Context: an optimization exercise on an open-source flow, tuned for small area. The choices shown serve that exercise and are no tape-out recipe. In this exercise RTL edits were held to simulation tests only and were not proved equivalent to the original. No activity file was given, so power comes from the tool's default toggle rates.

==> flow/design.v, too long to show whole: its modules and the start of the top module <==
// module WTA: 2559 lines
module WTA
#(
	parameter  MAXDISPARITY = 64 ,
	parameter  LPDI_WIDTH = 8 ,
	parameter  INPUTDATAWID = 513,
	parameter  OUTPUTDATAWID = 9
  )
(
	input wire                      clk,
	input wire                      en,
	input wire                      pixelEN,
	input  wire[INPUTDATAWID-1:0]   LPDi,
	output wire[OUTPUTDATAWID-1:0]  disparity
);
  // ...
==> flow/flow/run.sh <==
#!/bin/bash
set -euo pipefail
W=$PWD
PLAT="$FLOW_HOME/platforms/$FLOW_PLATFORM"
bash standard.sh synth > "$W/synth_ref.log" 2>&1
cp orfs/results/"$FLOW_PLATFORM"/WTA/base/1_2_yosys.v "$W/ref_synth.v"
python3 flow/map.py "$FLOW_DESIGN" "$W/ref_synth.v" "$W/mapped.v" > "$W/map.log" 2>&1
sed 's/\bmodule WTA\b/module WTA_rtl/' "$FLOW_DESIGN" > "$W/rtl_ref.v"
iverilog -g2012 -DFUNCTIONAL -DUNIT_DELAY=#0 -o "$W/selfcheck.vvp" flow/selfcheck_tb.v "$W/rtl_ref.v" \
  "$PLAT/verilog/primitives.v" "$PLAT/verilog/sky130_fd_sc_hd.v" "$W/mapped.v" > "$W/selfcheck.log" 2>&1
vvp -n "$W/selfcheck.vvp" >> "$W/selfcheck.log" 2>&1
grep -q "SELFCHECK PASS" "$W/selfcheck.log"
rm -rf orfs
bash standard.sh SYNTH_NETLIST_FILES="$W/mapped.v" \
  "BUFFER_PORTS_ARGS=-buffer_cell sky130_fd_sc_hd__buf_1" GPL_TIMING_DRIVEN=0 CORE_UTILIZATION=35 PLACE_DENSITY=0.50 CTS_BUF_LIST=sky130_fd_sc_hd__clkbuf_8 CTS_CLUSTER_DIAMETER=100 CTS_CLUSTER_SIZE=20 finish > "$W/layout.log" 2>&1
==> flow/flow/map.py <==
#!/usr/bin/env python3
"""Technology mapping for this design's RTL, which is written one gate per assignment.

usage: map.py design.v ref_synth.v out.v

Reads design.v (the version's RTL as the layout reads it), maps every
'assign nK = <expression>;' onto the sky130hd cell with that function, every bit of the
step-enabled registers onto sky130_fd_sc_hd__edfxtp_1, and writes the gate netlist.
Register instances get the names the standard synthesis gives them; ref_synth.v (the
standard synthesis of the same design.v) is read to check that the two netlists have the
same registers, by name and cell type. Stops with an error on anything it does not know."""
import re, sys

LIB = {
 'inv':    ('A', 'Y', '~{A}'),
 'nand2':  ('A B', 'Y', '~({A} & {B})'),
 'nor2':   ('A B', 'Y', '~({A} | {B})'),
 'and2':   ('A B', 'X', '{A} & {B}'),
 'or2':    ('A B', 'X', '{A} | {B}'),
 'nand3':  ('A B C', 'Y', '~({A} & {B} & {C})'),
 'nor3':   ('A B C', 'Y', '~({A} | {B} | {C})'),
 'and3':   ('A B C', 'X', '{A} & {B} & {C}'),
 'nand4':  ('A B C D', 'Y', '~({A} & {B} & {C} & {D})'),
 'nor4':   ('A B C D', 'Y', '~({A} | {B} | {C} | {D})'),
 'and4':   ('A B C D', 'X', '{A} & {B} & {C} & {D}'),
 'or4':    ('A B C D', 'X', '{A} | {B} | {C} | {D}'),
 'o22ai':  ('A1 A2 B1 B2', 'Y', '~(({A1} | {A2}) & ({B1} | {B2}))'),
 'a22oi':  ('A1 A2 B1 B2', 'Y', '~(({A1} & {A2}) | ({B1} & {B2}))'),
 'a22o':   ('A1 A2 B1 B2', 'X', '({A1} & {A2}) | ({B1} & {B2})'),
 'o22a':   ('A1 A2 B1 B2', 'X', '({A1} | {A2}) & ({B1} | {B2})'),
 'a21oi':  ('A1 A2 B1', 'Y', '~(({A1} & {A2}) | {B1})'),
 'a221o':  ('A1 A2 B1 B2 C1', 'X', '({A1} & {A2}) | ({B1} & {B2}) | {C1}'),
 'a221oi': ('A1 A2 B1 B2 C1', 'Y', '~(({A1} & {A2}) | ({B1} & {B2}) | {C1})'),
 'o221a':  ('A1 A2 B1 B2 C1', 'X', '({A1} | {A2}) & ({B1} | {B2}) & {C1}'),
 'o221ai': ('A1 A2 B1 B2 C1', 'Y', '~(({A1} | {A2}) & ({B1} | {B2}) & {C1})'),
 'mux2':   ('A0 A1 S', 'X', '{S} ? {A1} : {A0}'),
 'o21ai':  ('A1 A2 B1', 'Y', '~(({A1} | {A2}) & {B1})'),
 'mux4':   ('A0 A1 A2 A3 S0 S1', 'X', '{S1} ? ({S0} ? {A3} : {A2}) : ({S0} ? {A1} : {A0})'),
}
# same-area stronger variants
FREE = {'inv': 2, 'mux2': 2, 'or2': 2, 'o221a': 2, 'mux4': 2}
# (fanout at least, size) per cell type
FANOUT_SIZE = {
 'o22a': [(3, 2)], 'and2': [(3, 2), (6, 4)], 'and4': [(3, 2), (6, 4)],
 'or2': [(6, 4)], 'and3': [(3, 2), (6, 4)], 'or4': [(3, 2), (6, 4)],
 'a21oi': [(6, 2)],
}
SIG = r'([A-Za-z_]\w*(?:\s*\[\s*\d+\s*\])?)'

def pattern(tmpl):
    out = ''
    for part in re.split(r'(\{\w+\})', tmpl):
        if part.startswith('{'):
            out += SIG
        else:
            for ch in part:
                out += r'\s*' if ch == ' ' else re.escape(ch)
    return re.compile(r'^\s*' + out + r'\s*$')

# pins in the order their placeholders appear in the expression
PATS = [(k, pattern(v[2]), re.findall(r'\{(\w+)\}', v[2]), v[1]) for k, v in LIB.items()]
# most specific first: longer templates before shorter ones
PATS.sort(key=lambda p: -len(LIB[p[0]][2]))

def norm(s):
    return re.sub(r'\s+', '', s)

def die(msg):
    sys.exit('map.py: ' + msg)

def main():
    src, ref, out = sys.argv[1:4]
    text = open(src).read()
    text = re.sub(r'//[^\n]*', '', text)
    text = re.sub(r'/\*.*?\*/', '', text, flags=re.S)
    cells = []
    wires = []
    for m in re.finditer(r'\bassign\s+(n\d+)\s*=\s*([^;]*);', text):
        lhs, rhs = m.group(1), m.group(2)
        for typ, pat, pins, outpin in PATS:
            mm = pat.match(rhs)
            if mm:
                pd = {}
                for p, v in zip(pins, map(norm, mm.groups())):
                    if pd.setdefault(p, v) != v:
                        break
                else:
                    cells.append((typ, lhs, pd, outpin))
                    wires.append(lhs)
                    break
                continue
        else:
            die(f'no cell for assign {lhs} = {rhs}')
    m = re.search(r'\bwire\s+step\s*=\s*en\s*&\s*pixelEN\s*;', text)
    if not m:
        die('no step')
    regs = {}
    for m in re.finditer(r'\breg\s*\[\s*(\d+)\s*:\s*0\s*\]\s*(\w+)\s*;', text):
        regs[m.group(2)] = int(m.group(1)) + 1
    blocks = re.findall(r'always\s*@\s*\(\s*posedge\s+clk\s*\)\s*if\s*\(\s*step\s*\)\s*(\w+)\s*<=\s*\{([^}]*)\}\s*;', text)
    if sorted(b[0] for b in blocks) != sorted(regs):
        die(f'registers {sorted(regs)} vs assignments {[b[0] for b in blocks]}')

    def expand(item):
        item = norm(item)
        m = re.fullmatch(r'(\w+)\[(\d+):(\d+)\]', item)
        if m:
            hi, lo = int(m.group(2)), int(m.group(3))
            return [f'{m.group(1)}[{i}]' for i in range(hi, lo - 1, -1)]
        m = re.fullmatch(r"(\d+)'b([01]+)", item)
        if m:
            assert int(m.group(1)) == len(m.group(2))
            return ['zero' if c == '0' else 'one' for c in m.group(2)]
        return [item]

    flops = []
    for name, body in blocks:
        bits = [b for it in body.split(',') for b in expand(it)]
        if len(bits) != regs[name]:
            die(f'{name}: {len(bits)} bits for {regs[name]}')
        for i, d in enumerate(reversed(bits)):
            flops.append((f'{name}[{i}]', d))
    m = re.search(r'\bassign\s+disparity\s*=\s*\{([^}]*)\}\s*;', text)
    if not m:
        die('no disparity')
    outs = [b for it in m.group(1).split(',') for b in expand(it)]
    if len(outs) != 9:
        die('disparity width')
    outs = list(reversed(outs))

    # registers of the standard synthesis
    reftxt = open(ref).read()
    refregs = sorted(re.findall(r'(sky130_fd_sc_hd__\w+)\s+\\(\S+\$_\w+)\s', reftxt))
    mine = sorted(('sky130_fd_sc_hd__edfxtp_1', f'{q}$_DFFE_PP_') for q, _ in flops)
    if refregs != mine:
        die(f'registers differ from the standard synthesis: {refregs[:5]} ... vs {mine[:5]} ...')

    # drive strengths: free upgrades (same area), then by fanout
    fanout = {}
    for typ, o, pins, outpin in cells:
        for n in pins.values():
            fanout[n] = fanout.get(n, 0) + 1
    for q, d in flops:
        fanout[d] = fanout.get(d, 0) + 1
    size = {}
    for typ, o, pins, outpin in cells:
        s_ = FREE.get(typ, 1)
        fo = fanout.get(o, 0)
        for lim, sz in FANOUT_SIZE.get(typ, []):
            if fo >= lim:
                s_ = max(s_, sz)
        size[o] = s_
    regnames = {q for q, _ in flops}
    def net(n):
        if n in regnames:
            return '\\' + n + ' '
        return n
    L = ['module WTA(clk, en, pixelEN, LPDi, disparity);',
         '  input clk; input en; input pixelEN; input [512:0] LPDi; output [8:0] disparity;',
         '  wire zero;']
    for q, _ in flops:
        L.append(f'  wire {net(q)};')
    for w in wires:
        L.append(f'  wire {w};')
    # the step enable, one copy per 16 registers
    nstep = (len(flops) + 15) // 16
    for j in range(nstep):
        L.append(f'  wire step{j};')
        L.append(f'  sky130_fd_sc_hd__and2_2 ustep{j} (.A(en), .B(pixelEN), .X(step{j}));')
    for i, (typ, o, pins, outpin) in enumerate(cells):
        ps = ', '.join(f'.{p}({net(n)})' for p, n in pins.items())
        L.append(f'  sky130_fd_sc_hd__{typ}_{size[o]} g{i} ({ps}, .{outpin}({o}));')
    for j, (q, d) in enumerate(flops):
        L.append(f'  sky130_fd_sc_hd__edfxtp_1 \\{q}$_DFFE_PP_  (.CLK(clk), .D({net(d)}), .DE(step{j * nstep // len(flops)}), .Q({net(q)}));')
    if 'one' in outs:
        die('constant one output')
    L.append('  sky130_fd_sc_hd__conb_1 tie0 (.LO(zero));')
    for k, o in enumerate(outs):
        L.append(f'  assign disparity[{k}] = {net(o)};')
    L.append('endmodule')
    open(out, 'w').write('\n'.join(L) + '\n')
    print(f'map.py: {len(cells)} gates, {len(flops)} registers')

main()
==> flow/flow/selfcheck_tb.v <==
`timescale 1ns/1ps
module selfcheck_tb;
  reg clk = 0;
  reg en, pen;
  reg [512:0] lpdi;
  wire [8:0] d_net, d_rtl;
  WTA     u_net (.clk(clk), .en(en), .pixelEN(pen), .LPDi(lpdi), .disparity(d_net));
  WTA_rtl u_rtl (.clk(clk), .en(en), .pixelEN(pen), .LPDi(lpdi), .disparity(d_rtl));
  integer i, d, kind, steps, errors, seed, base;
  always #5 clk = ~clk;
  initial begin
    seed = 12345; steps = 0; errors = 0;
    en = 0; pen = 0; lpdi = 0;
    for (i = 0; i < 4000; i = i + 1) begin
      @(negedge clk);
      kind = $random(seed) & 7;
      base = $random(seed) & 255;
      for (d = 0; d < 64; d = d + 1)
        case (kind)
          0, 1: lpdi[8*d +: 8] = $random(seed);
          2, 3: lpdi[8*d +: 8] = base + ($random(seed) & 3);
          4:    lpdi[8*d +: 8] = base;
          5:    lpdi[8*d +: 8] = (($random(seed) & 15) == 0) ? ($random(seed) & 1) : 8'hff;
          6:    lpdi[8*d +: 8] = base ^ (1 << ($random(seed) & 7));
          default: lpdi[8*d +: 8] = ($random(seed) & 1) ? base : ~base;
        endcase
      lpdi[512] = $random(seed);
      en = (i < 1000) ? 1'b1 : (($random(seed) & 3) != 0);
      pen = (i < 1000) ? 1'b1 : (($random(seed) & 3) != 0);
      @(posedge clk);
      if (en && pen) steps = steps + 1;
      #1;
      if (steps >= 6 && d_net !== d_rtl) begin
        errors = errors + 1;
        if (errors < 5) $display("mismatch at %0d: net %h rtl %h", i, d_net, d_rtl);
      end
    end
    if (errors == 0) $display("SELFCHECK PASS");
    else $display("SELFCHECK FAIL %0d", errors);
    $finish;
  end
endmodule
==> flow/standard.sh <==
#!/bin/bash
# synth_recipe.tcl (not shown) runs the flow's synth.tcl, then flattens the netlist and writes it again
# the make line also repeats each setting of config.mk as NAME=value (left out here)
make -C /OpenROAD-flow-scripts/flow DESIGN_CONFIG=/design/flow/config.mk WORK_HOME=/design/flow/orfs CLKGATE_MAP_FILE= SYNTH_SCRIPT=/design/flow/synth_recipe.tcl "${@:-finish}"
==> flow/config.mk <==
export PLATFORM = sky130hd
export DESIGN_NAME = WTA
export DESIGN_NICKNAME = WTA
export VERILOG_FILES = /design/flow/design.v
export SDC_FILE = /design/flow/constraint.sdc
export NUM_CORES = 8
export LEC_CHECK = 0
export CAP_MARGIN = 20
export CORE_MARGIN = 2
export CORE_UTILIZATION = 40
export SLEW_MARGIN = 20
==> flow/constraint.sdc <==
create_clock -name core_clock -period 6.67 [get_ports {clk}]
set_input_delay 1.3340 -clock core_clock [delete_from_list [all_inputs] [get_ports {clk}]]
set_output_delay 1.3340 -clock core_clock [all_outputs]
set_load 0.01 [all_outputs]
==> metrics.md, run 1 <==
| Metric | Value |
|---|---|
| Outcome | finished clean |
| CTS Root Cell | clkbuf_8 |
| Max H-tree Level | 3 |
| Worst setup endpoint | s1[17]$_DFFE_PP_ |
| Final total power | 2.112 mW |
| Crit path time final | between 6 and 7 ns |
| Pwr top | combinational cells |
| Mapped Area | ~0.010 mm² |
| Met2 global-route usage | a little over half |
| Register share of total power | between 20% and 30% |
| Worst min-delay path class | reg2reg |
| Highest Clock Rate | 157.4 MHz |
| GRT overflow | 0 |
| CP max stage cell | or4_2 |
| Int Pwr | about 1.2 mW |
| RD Place Congestion | ~0.99 |
| Non-clk bufs | 522 |
| Worst R2R Setup Slack | a little over 4 ns |
| I/O Pins | 525 |
| M1 WL | a little over 20000 µm |
| Multi-input gate area | approximately 0.0083 mm² |
| Starting DRC count in detailed routing | between 1500 and 2000 |
| Comb group | between 1 and 1.5 mW |
| Critical Path Fanout Max | 11 |
| Metal3 WL | between 3000 and 4000 µm |
| Vias in the first global route | around 13000 |
| Setup TNS | 0 ns |
| Slowest Stage Delay on Critical Path | roughly 0.73 ns |
| Max FFs per register | 35 |
| Largest net degree at the start of global routing | 15 |
| Pre-Repair DR Iteration Count | 6 |
| Worst skew pair latency | approximately 0.34 ns |
==> run 2: changes to the inputs <==
--- a/flow/flow/run.sh
+++ b/flow/flow/run.sh
@@ -13,3 +13,3 @@
 rm -rf orfs
 bash standard.sh SYNTH_NETLIST_FILES="$W/mapped.v" \
-  "BUFFER_PORTS_ARGS=-buffer_cell sky130_fd_sc_hd__buf_1" GPL_TIMING_DRIVEN=0 CORE_UTILIZATION=35 PLACE_DENSITY=0.50 CTS_BUF_LIST=sky130_fd_sc_hd__clkbuf_8 CTS_CLUSTER_DIAMETER=100 CTS_CLUSTER_SIZE=20 finish > "$W/layout.log" 2>&1
+  "BUFFER_PORTS_ARGS=-buffer_cell sky130_fd_sc_hd__buf_1" GPL_TIMING_DRIVEN=0 CORE_UTILIZATION=35 PLACE_DENSITY=0.50 CTS_BUF_LIST=sky130_fd_sc_hd__clkbuf_8 finish > "$W/layout.log" 2>&1
==> metrics.md, run 2 <==
| Metric | Value |
|---|---|
| Final WL | ~50000 µm |
| Hpwl dp | between 40000 and 50000 µm |
| Layout cells sized above 1 | under 10% |
| Antenna Violating Nets Remaining | 0 |
| Fin util | 45.38% |
| I/O Pins | 525 (unchanged) |
| GRT overflow | 0 (unchanged) |
| # Post-CTS Setup Buffers | 0 |
| RD Place Congestion | 0.9863 (unchanged) |
| Max Cap Viol | 0 |
| Area Growth Syn to Fin | 27.54% |
| Final setup fails | 0 |
| Worst min-delay path class | reg2reg |
| Worst setup endpoint | s1[17]$_DFFE_PP_ |
| Worst setup path startpoint | LPDi[270] |
| Wire per inst | ~22 µm |
| Slew @ Worst Pin | between 0.5 and 0.6 ns |
| RSZ-0062 raised after global routing | no |
| Hold Crit Depth | 0 |
| FILL cells | 3131 |
| CP Cell Sequence | buf_1 -> nand4_1 -> o21ai_1 -> nand3_4 -> a22o_1 -> nor3_1 -> nor2_1 -> and4_1 -> nand2_2 -> a221o_1 -> nor3_1 -> nor2_1 -> and4_2 -> nand2_1 -> a221o_1 -> nor3_1 -> nor2_1 -> and4_1 -> nand2_2 -> a221oi_1 -> or4_2 -> mux2_2 |
| Int Pwr | 1.150 mW (unchanged) |
| CTS Root Cell | clkbuf_8 |
| Vias/cell | 6.527 |
| Worst skew pair latency | 0.34 ns (about the same) |
| Synth Area per Inst | roughly 7.7 µm² |
| # port buffers | between 500 and 600 |
| Final Cycle Share | 95.25% |
| Initial antenna violation count | 6 |
| Critical path data required time | about 6.8 ns |
| Starting DRC count in detailed routing | 1561 (unchanged) |
| CTS tree | yes |
| DP Worst Slack | -0.4772 ns |
| Reg2reg start | s1[3]$_DFFE_PP_ |
| Max H-tree Level | 3 (unchanged) |
| Critical path buffer and inverter count | 1 |
| CP max stage cell | or4_2 |
| P_leak | 3.830 nW |
| Post-route cell area | approximately 0.013 mm² |
| Sw frac | between 40% and 50% |
| Die Y | ~170 µm |
| Reg with most FFs | pipe |
| Max clock buf depth | 2 |
| Final total power | 2.112 mW (unchanged) |
| Register share of total power | 24.5% (about the same) |
| Vias | approximately 15000 |
| Clock share of power | 17.2% |
| Cts bufs inserted | 9 |
| Row cnt | 62 |
| Worst-path clk slew | 0.07 ns |
| WS Path Type | in2reg |
| Crit path time final | 6.353 ns (unchanged) |
| Commonest non-fill, non-tap cell in the layout | buf_1 |
| YS warnings | 0 |
| Worst R2R Setup Slack | 4.03 ns (about the same) |
| GRT Util Overall | between 30% and 40% |
| Worst R2R Path Depth | 6 |
| Largest net degree at the start of global routing | 15 (unchanged) |
| Final Skew | between 0.009 and 0.01 ns |
| # resized after CTS | 4 |
| Outcome | finished clean |
| R2R Path End | pipe[0]$_DFFE_PP_ |
| Slew Viols, Final | 0 |
| Max FFs per register | 35 (unchanged) |
| Pre-Repair DR Iteration Count | 6 (unchanged) |
| Biggest regs | pipe (35), s1 (32) |
| PwrDens | about 160 mW/mm² |
| Post-Synthesis Cells | 1331 |
| Critical Path Fanout Max | 11 (unchanged) |
| Comb pwr share | a little under 60% |
| # hold bufs at CTS | 0 |
| Slowest Stage Delay on Critical Path | 0.73 ns (about the same) |
| Hold Slack | around 0.42 ns |
| Placed cell areas | roughly 0.013 mm² |
| Slew HR | between 60% and 70% |
| Setup TNS | 0 ns (unchanged) |
| CP endpoint kind | register |
| Final worst setup slack | about 0.32 ns |
| Max IR drop VDD | 0.08459 mV |
| Placed Cells | between 2000 and 2500 |
| Vias in the first global route | 13400 (unchanged) |
| Initial core utilization | about 36% |
| Final net count | 2381 |
| Crit start category | input port |
| Most frequent cells in the layout | buf_1, o22ai_1, nor2_1, nor3_1, a221o_1 |
| Highest Clock Rate | 157.4 MHz (unchanged) |
| Fin cells | ~2300 |
| CP delay by family, top | simple AND/OR/NAND/NOR gates |
| # clock sinks | 67 |
| Die area | 0.03056 mm² |
| Mapped Area | 0.01021 mm² (unchanged) |
| DRC Markers | 0 |
| Levels on crit path | 22 |
| Final Hold Viols | 0 |
| Crit path DAT | 6.44 ns |
| First-pass GRT wire length | about 74000 µm |
| Psw | around 0.96 mW |
| Core Region | 0.02870 mm² |
| Die span in x | between 150 and 200 µm |
## run 2: cell counts in the layout (fill, tap and decap cells not counted)
Identical to the previous run, type by type.
## run 2: power groups by stage
stage	clock network, mW	registers [mW]	logic [mW]
global placement	0	0.527	1.18
detailed placement	0	0.528	1.19
global route	0.392	0.521	1.34
finish	0.364	0.518	1.23
CTS	0.375	0.518	1.19
floorplan	0	0.522	0.744
## run 2: worst min path at each step
stage	to	slack, ns	startpoint
floorplan	pipe[10]$_DFFE_PP_	0.40	pipe[3]$_DFFE_PP_
global placement	pipe[31]$_DFFE_PP_	0.40	pipe[24]$_DFFE_PP_
detailed placement	pipe[23]$_DFFE_PP_	0.40	pipe[16]$_DFFE_PP_
CTS	pipe[26]$_DFFE_PP_	0.42	pipe[19]$_DFFE_PP_
global route	pipe[26]$_DFFE_PP_	0.42	pipe[19]$_DFFE_PP_
finish	pipe[26]$_DFFE_PP_	0.42	pipe[19]$_DFFE_PP_
## run 2: worst reg2reg max path: stages, from the launching register on
cell and delay, ns:
edfxtp_1 0.37, and4_4 0.28, mux2_2 0.45, mux4_2 0.60, mux4_2 0.47, mux2_2 0.31, inv_2 0.05
## run 2: metal layers
metal	vias up	track usage, %	wire length [µm]
met3	70	3.808	3713
met5	-	0	0
met1	6997	38.99	20740
met2	725	54.12	24540
li1	6978	-	-
met4	0	8.611	1192
## run 2: cell type report
type	count	area, µm²	area share (%)
Antenna cell	9	22.52	0.1729
Multi-Input combinational cell	1262	8323	63.90
Clock inverter	7	92.59	0.7109
Sequential cell	67	2012	15.45
Inverter	3	11.26	0.08646
Timing Repair Buffer	522	1959	15.04
Clock buffer	9	123.9	0.9510
Tap cell	384	480.5	3.689
==> run 3: changes to the inputs <==
--- a/flow/flow/run.sh
+++ b/flow/flow/run.sh
@@ -13,3 +13,3 @@
 rm -rf orfs
 bash standard.sh SYNTH_NETLIST_FILES="$W/mapped.v" \
-  "BUFFER_PORTS_ARGS=-buffer_cell sky130_fd_sc_hd__buf_1" GPL_TIMING_DRIVEN=0 CORE_UTILIZATION=35 PLACE_DENSITY=0.50 CTS_BUF_LIST=sky130_fd_sc_hd__clkbuf_8 finish > "$W/layout.log" 2>&1
+  "BUFFER_PORTS_ARGS=-buffer_cell sky130_fd_sc_hd__buf_1" GPL_TIMING_DRIVEN=0 CORE_UTILIZATION=30 PLACE_DENSITY=0.50 "CTS_ARGS=-sink_clustering_enable -repair_clock_nets -buf_list sky130_fd_sc_hd__clkbuf_8 -dont_use_dummy_load" finish > "$W/layout.log" 2>&1
==> metrics.md, run 3 <==
| Metric | Value |
|---|---|
| # Post-CTS Setup Buffers | 0 (unchanged) |
| Area Growth Syn to Fin | 29.28% |
| Post-route cell area | 0.01320 mm² (+1.4%) |
| Worst min-delay path class | reg2reg |
| Fin cells | 2323 (+2.7%) |
| Hpwl dp | 45570 µm (+4.7%) |
| # clock sinks | 67 (unchanged) |
| Slew Viols, Final | 0 (unchanged) |
| CP max stage cell | or4_2 |
| Max IR drop VDD | 0.09535 mV (+13%) |
| Synth Area per Inst | 7.673 µm² (unchanged) |
| Final total power | 2.090 mW (-1.1%) |
| I/O Pins | 525 (unchanged) |
| Placed cell areas | 0.01274 mm² (+0.63%) |
| DRC Markers | 0 (unchanged) |
| Crit path time final | 6.365 ns (+0.01194 ns) |
| First-pass GRT wire length | 77500 µm (+4.2%) |
| P_leak | 3.822 nW (-0.22%) |
| Starting DRC count in detailed routing | 1154 (-26%) |
| Layout cells sized above 1 | 8.696% (+0.62 points) |
| CP endpoint kind | register |
| Row cnt | 67 (+8.1%) |
| Crit start category | input port |
| YS warnings | 0 (unchanged) |
| # port buffers | 522 (unchanged) |
| Core Region | 0.03353 mm² (+17%) |
| Final WL | 52340 µm (+4.3%) |
| Wire per inst | 22.53 µm (+1.6%) |
| Die Y | 188.5 µm (+7.8%) |
| RSZ-0062 raised after global routing | no |
| # hold bufs at CTS | 0 (unchanged) |
| Initial core utilization | 30.46% (-5.1 points) |
| Critical Path Fanout Max | 11 (unchanged) |
| Worst-path clk slew | 0.06 ns (about the same) |
| Highest Clock Rate | 157.1 MHz (-0.19%) |
| Critical path data required time | 6.72 ns (-0.03 ns) |
| Antenna Violating Nets Remaining | 0 (unchanged) |
| Commonest non-fill, non-tap cell in the layout | buf_1 |
| Max Cap Viol | 0 (unchanged) |
| Final Skew | 0.02946 ns (+0.01954 ns) |
| Crit-path most repeated cell | nor2_1 |
| Mapped Area | 0.01021 mm² (unchanged) |
| Largest net degree at the start of global routing | 15 (unchanged) |
| Vias | 14730 (-0.29%) |
| Vias/cell | 6.340 (-2.9%) |
| Max FFs per register | 35 (unchanged) |
| Pre-Repair DR Iteration Count | 6 (unchanged) |
| Setup TNS | 0 ns (unchanged) |
| Most frequent cells in the layout | buf_1, o22ai_1, nor2_1, nor3_1, a221o_1 |
| Final Cycle Share | 95.43% (+0.18 points) |
| Max H-tree Level | 3 (unchanged) |
| GRT Util Overall | 27.51% (-3.1 points) |
| Cts bufs inserted | 9 (unchanged) |
| CTS Root Cell | clkbuf_8 |
| Crit path DAT | 6.42 ns (-0.02 ns) |
| Outcome | finished clean |
| Vias in the first global route | 13520 (+0.93%) |
| CTS tree | yes |
| Slowest Stage Delay on Critical Path | 0.74 ns (about the same) |
| Die span in x | 188.5 µm (+7.8%) |
| Final net count | 2381 (unchanged) |
| Placed Cells | 2302 (+2.9%) |
| Reg with most FFs | pipe |
| WS Path Type | in2reg |
| PwrDens | 158.3 mW/mm² (-2.4%) |
| Post-Synthesis Cells | 1331 (unchanged) |
| Hold Slack | 0.4043 ns (-0.01332 ns) |
| GRT overflow | 0 (unchanged) |
| Final setup fails | 0 (unchanged) |
| Final Hold Viols | 0 (unchanged) |
| Die area | 0.03553 mm² (+16%) |
| CP Cell Sequence | buf_1 -> nand4_1 -> o21ai_1 -> nand3_4 -> a22o_1 -> o22ai_1 -> nor2_1 -> nand2_1 -> a221o_1 -> nor3_1 -> nor2_1 -> and4_2 -> nand2_2 -> a221o_1 -> nor3_1 -> nor2_1 -> and4_1 -> nand2_4 -> a221oi_1 -> or4_2 -> mux2_2 |
| Worst skew pair latency | 0.33 ns (about the same) |
| Biggest regs | pipe (35), s1 (32) |
| RD Place Congestion | 0.9866 (about the same) |
| Max clock buf depth | 2 (unchanged) |
| Initial antenna violation count | 7 (+1) |
-- run 3: worst max-delay path, delay by kind of cell --
kind            cells  cell delay, ns
simple gates       13            2.94
compound gates      6            1.61
buf+inv             1            0.21
mux                 1            0.31
-- run 3: final timing paths --
| path | startpoint | endpoint | slack, ns | cells past startpoint |
|---|---|---|---|---|
| worst max-delay path | LPDi[102] | s1[4]$_DFFE_PP_ | 0.30 | 21 |
| worst min-delay path | pipe[3]$_DFFE_PP_ | pipe[10]$_DFFE_PP_ | 0.40 | 0 |
| worst max register to register | s1[11]$_DFFE_PP_ | pipe[0]$_DFFE_PP_ | 4.07 | 6 |
| worst min register to register | pipe[3]$_DFFE_PP_ | pipe[10]$_DFFE_PP_ | 0.40 | 0 |
-- run 3: stage by stage --
step | util [%] | setup slack, ns
global placement | 37.98 | -0.5864
CTS | 38.60 | 0.04437
floorplan | - | 0.8741
detailed placement | 37.98 | -0.5906
finish | 39.37 | 0.3049
global route | 39.34 | 0.02097
-- run 3: per-layer routing --
metal / up-vias / share of wire (%) / routed length [µm] / global-route usage, %
li1: 6970 / - / - / -
met1: 7008 / 41 / 21220 / 34.06
met2: 674 / 50 / 26220 / 49.86
met3: 75 / 6.7 / 3490 / 3.408
met4: 0 / 2.7 / 1413 / 7.752
met5: - / 0 / 0 / 0
-- run 3: layout make-up --
| class | count | area (µm²) |
|---|---|---|
| inverters | 3 | 11.26 |
| repair buffers | 522 | 1959 |
| multi-input cells | 1262 | 8506 |
| flip-flops and latches | 67 | 2012 |
| well taps | 448 | 560.5 |
| diodes | 12 | 30.03 |
| clock buffers | 9 | 123.9 |
| fillers | 3705 | 20330 |
-- run 3: power by group --
part	internal (mW)	switching [mW]	leakage, nW	total [mW]
Sequential	0.509	0.0111	0.625	0.520
Clock	0.120	0.124	0.0648	0.244
Combinational	0.460	0.867	3.13	1.33
-- run 3: repair_timing --
item | in CTS | in global routing
pin swaps | 0 | 3
resized for setup | 16 | 45
endpoints found under the hold margin | 0 | 0
setup endpoints to repair | 17 | 28
==> run 4: changes to the inputs <==
--- a/flow/flow/run.sh
+++ b/flow/flow/run.sh
@@ -13,3 +13,3 @@
 rm -rf orfs
 bash standard.sh SYNTH_NETLIST_FILES="$W/mapped.v" \
-  "BUFFER_PORTS_ARGS=-buffer_cell sky130_fd_sc_hd__buf_1" GPL_TIMING_DRIVEN=0 CORE_UTILIZATION=30 PLACE_DENSITY=0.50 "CTS_ARGS=-sink_clustering_enable -repair_clock_nets -buf_list sky130_fd_sc_hd__clkbuf_8 -dont_use_dummy_load" finish > "$W/layout.log" 2>&1
+  "BUFFER_PORTS_ARGS=-buffer_cell sky130_fd_sc_hd__buf_1" GPL_TIMING_DRIVEN=0 CORE_UTILIZATION=35 PLACE_DENSITY=0.50 "CTS_ARGS=-sink_clustering_enable -repair_clock_nets -buf_list sky130_fd_sc_hd__clkbuf_8 -dont_use_dummy_load" finish > "$W/layout.log" 2>&1
==> metrics.md, run 4 <==
| Metric | Value |
|---|---|
| Worst hold endpoint | pipe[26]$_DFFE_PP_ |
| Vias in the first global route | 13400 (-0.91%) |
| Final Cycle Share | 95.93% (+0.51 points) |
| Fin util | 45.08% (+5.7 points) |
| Hold Crit Depth | 0 (unchanged) |
| Final net count | 2381 (unchanged) |
| RD Place Congestion | 0.9863 (about the same) |
| Initial core utilization | 35.58% (+5.1 points) |
| Slew HR | a little under two thirds |
| Starting DRC count in detailed routing | 1476 (+28%) |
| Initial antenna violation count | 6 (-1) |
| Slowest Stage Delay on Critical Path | 0.73 ns (about the same) |
| Outcome | finished clean |
| Final setup fails | 0 (unchanged) |
| Critical Path Fanout Max | 11 (unchanged) |
| Max Cap Viol | 0 (unchanged) |
| # clock sinks | 67 (unchanged) |
| Worst-path clk slew | 0.06 ns (about the same) |
| Core Region | 0.02870 mm² (-14%) |
| Slew @ Worst Pin | ~0.55 ns |
| Hpwl dp | 43520 µm (-4.5%) |
| Worst skew pair latency | 0.33 ns (about the same) |
| Most frequent cells in the layout | buf_1, o22ai_1, nor2_1, nor3_1, a221o_1 |
| Worst min-delay path class | reg2reg |
| Final Skew | 0.01418 ns (-0.01528 ns) |
| Hold Slack | 0.4058 ns (+0.001505 ns) |
| Post-Synthesis Cells | 1331 (unchanged) |
| Cts bufs inserted | 9 (unchanged) |
| Max clock buf depth | 2 (unchanged) |
| Max FFs per register | 35 (unchanged) |
| CTS Root Cell | clkbuf_8 |
| # Post-CTS Setup Buffers | 0 (unchanged) |
| R2R Path End | pipe[0]$_DFFE_PP_ |
| Highest Clock Rate | 156.3 MHz (-0.53%) |
| Reg with most FFs | pipe |
| # port buffers | 522 (unchanged) |
| DP Worst Slack | -0.4772 ns (+0.1133 ns) |
| Synth Area per Inst | 7.673 µm² (unchanged) |
| Wire per inst | 22.30 µm (-1.0%) |
| Vias/cell | 6.545 (+3.2%) |
| Final WL | 50310 µm (-3.9%) |
| First-pass GRT wire length | 74400 µm (-4.0%) |
| Worst R2R Setup Slack | 4.02 ns (-0.05 ns) |
| Crit path DAT | 6.47 ns (+0.05 ns) |
| Row cnt | 62 (-7.5%) |
| Crit path time final | 6.399 ns (+0.03377 ns) |
| I/O Pins | 525 (unchanged) |
| Multi-input gate area | 0.008330 mm² (-2.1%) |
| Die area | 0.03056 mm² (-14%) |
| Max H-tree Level | 3 (unchanged) |
| P_leak | 3.782 nW (-1.0%) |
| Die span in x | 174.8 µm (-7.3%) |
| HP Start | pipe[19]$_DFFE_PP_ |
| Final total power | 2.001 mW (-4.3%) |
| Crit start category | input port |
| GRT Util Overall | 30.58% (+3.1 points) |
| Max IR drop VDD | 0.08416 mV (-12%) |
| Mapped Area | 0.01021 mm² (unchanged) |
| Pre-Repair DR Iteration Count | 6 (unchanged) |
| Area Growth Syn to Fin | 26.71% |
| Vias | 14770 (+0.26%) |
| PwrDens | 154.6 mW/mm² (-2.3%) |
| Critical path data required time | 6.74 ns (+0.02 ns) |
| FILL cells | 3135 (-15%) |
| CTS tree | yes |
| CP endpoint kind | register |
| Slew Viols, Final | 0 (unchanged) |
| Reg2reg start | s1[3]$_DFFE_PP_ |
| Final Hold Viols | 0 (unchanged) |
| DRC Markers | 0 (unchanged) |
| Antenna Violating Nets Remaining | 0 (unchanged) |
| Commonest non-fill, non-tap cell in the layout | buf_1 |
| Sequential Area | 0.002012 mm² (unchanged) |
| Final worst setup slack | 0.2712 ns (-0.03377 ns) |
| Largest net degree at the start of global routing | 15 (unchanged) |
| WS Path Type | in2reg |
| CP max stage cell | or4_2 |
| Worst R2R Path Depth | 6 (unchanged) |
| Layout cells sized above 1 | 7.729% (-0.97 points) |
| Biggest regs | pipe (35), s1 (32) |
| GRT overflow | 0 (unchanged) |
| CP Cell Sequence | buf_1 -> nand4_1 -> o21ai_1 -> nand3_4 -> a22o_1 -> nor3_1 -> nor2_1 -> and4_1 -> nand2_2 -> a221o_1 -> nor3_1 -> nor2_1 -> and4_2 -> nand2_1 -> a221o_1 -> nor3_1 -> nor2_1 -> and4_1 -> nand2_2 -> a221oi_1 -> or4_2 -> mux2_2 |
| Die Y | 174.8 µm (-7.3%) |
| YS warnings | 0 (unchanged) |
-- run 4: cell types whose count changed in the layout (fill, tap and decap cells not counted), moves of 4 or more --
cell	change
o221ai_1	+8
nand2_1	+4
a221oi_1	+6
o221ai_2	-8
a221oi_4	-4
-- run 4: final cells by class --
type                    count  area share, %
multi-input cells        1262          64.38
well taps                 384          3.713
inverters                   3        0.08702
diodes                      9         0.1740
clock buffers               9         0.9573
flip-flops and latches     67          15.55
repair buffers            522          15.14
-- run 4: where the power goes --
group	switching (mW)	total, mW	internal, mW
Sequential	0.0101	0.518	0.508
Combinational	0.801	1.23	0.433
Clock	0.129	0.249	0.120
-- run 4: worst max path at each step --
stage,from,end,slack [ns],cells after the start
4_1_cts,LPDi[270],s1[17]$_DFFE_PP_,0.04,22
6_report,LPDi[270],s1[17]$_DFFE_PP_,0.27,22
3_5_place_dp,LPDi[270],s1[16]$_DFFE_PP_,-0.48,22
5_1_grt,LPDi[31],s1[15]$_DFFE_PP_,-0.007,23
3_3_place_gp,LPDi[270],s1[16]$_DFFE_PP_,-0.46,22
2_1_floorplan,LPDi[30],s1[0]$_DFFE_PP_,0.87,21
-- run 4: worst max-delay path, delay by kind of cell --
family          cells  cell delay [ns]
mux                 1             0.31
compound gates      5             1.38
buf+inv             1             0.18
simple gates       15             3.25
-- run 4: metrics by stage --
| stage | instances | TNS (ns) | instance area [µm²] |
|---|---|---|---|
| after floorplan | 1332 | 0 | 10220 |
| final | 2256 | 0 | 12940 |
| after detailed placement | 2238 | -7.058 | 12660 |
| after global placement | 2238 | -6.629 | 12660 |
| after global routing | 2253 | -0.007337 | 12930 |
| after CTS | 2247 | 0 | 12800 |
-- run 4: repair_timing --
action / CTS / global route
resized for setup: 4 / 30
endpoints found under the setup margin: 8 / 31
hold buffers: 0 / 0
-- run 4: metal layers --
layer | track usage, % | part of all wire, % | wire length (µm) | vias to the layer above
li1 | - | - | - | 6976
met1 | 39.00 | 41 | 20750 | 7000
met3 | 3.808 | 7.4 | 3719 | 66
met2 | 54.12 | 49 | 24710 | 723
met4 | 8.611 | 2.2 | 1121 | 0
met5 | 0 | 0 | 0 | -

[re-timing with driven ports]
In the flow no input, the clock included, has a driving cell. The finished layouts below were timed again as built, in two steps.
Step 1, drivers: a clkbuf_16 drives clk and a buf_2 each remaining input, both assumed.
Step 2 moves the port delays by t, midway between the first and last clock arrival at a register: inputs arrive t later, outputs are due t later. That takes back most of the time a late clock gives input paths.
Three values: ideal ports, drivers, drivers and shift; two values: the first two.
run | shift t [ns] | setup WS [ns] | worst data-port slew with drivers (ns) | cell pins on the clock port's net
run 1 | 0.363 | 0.317 / 0.324 / -0.039 | 0.10 | 1
run 2 | 0.363 | 0.317 / 0.324 / -0.039 | 0.10 | 1
run 3 | 0.340 | 0.305 / 0.305 / -0.035 | 0.11 | 1
run 4 | 0.354 | 0.271 / 0.278 / -0.076 | 0.10 | 1
Met with ideal ports but missed after step 2: setup timing in every run listed.
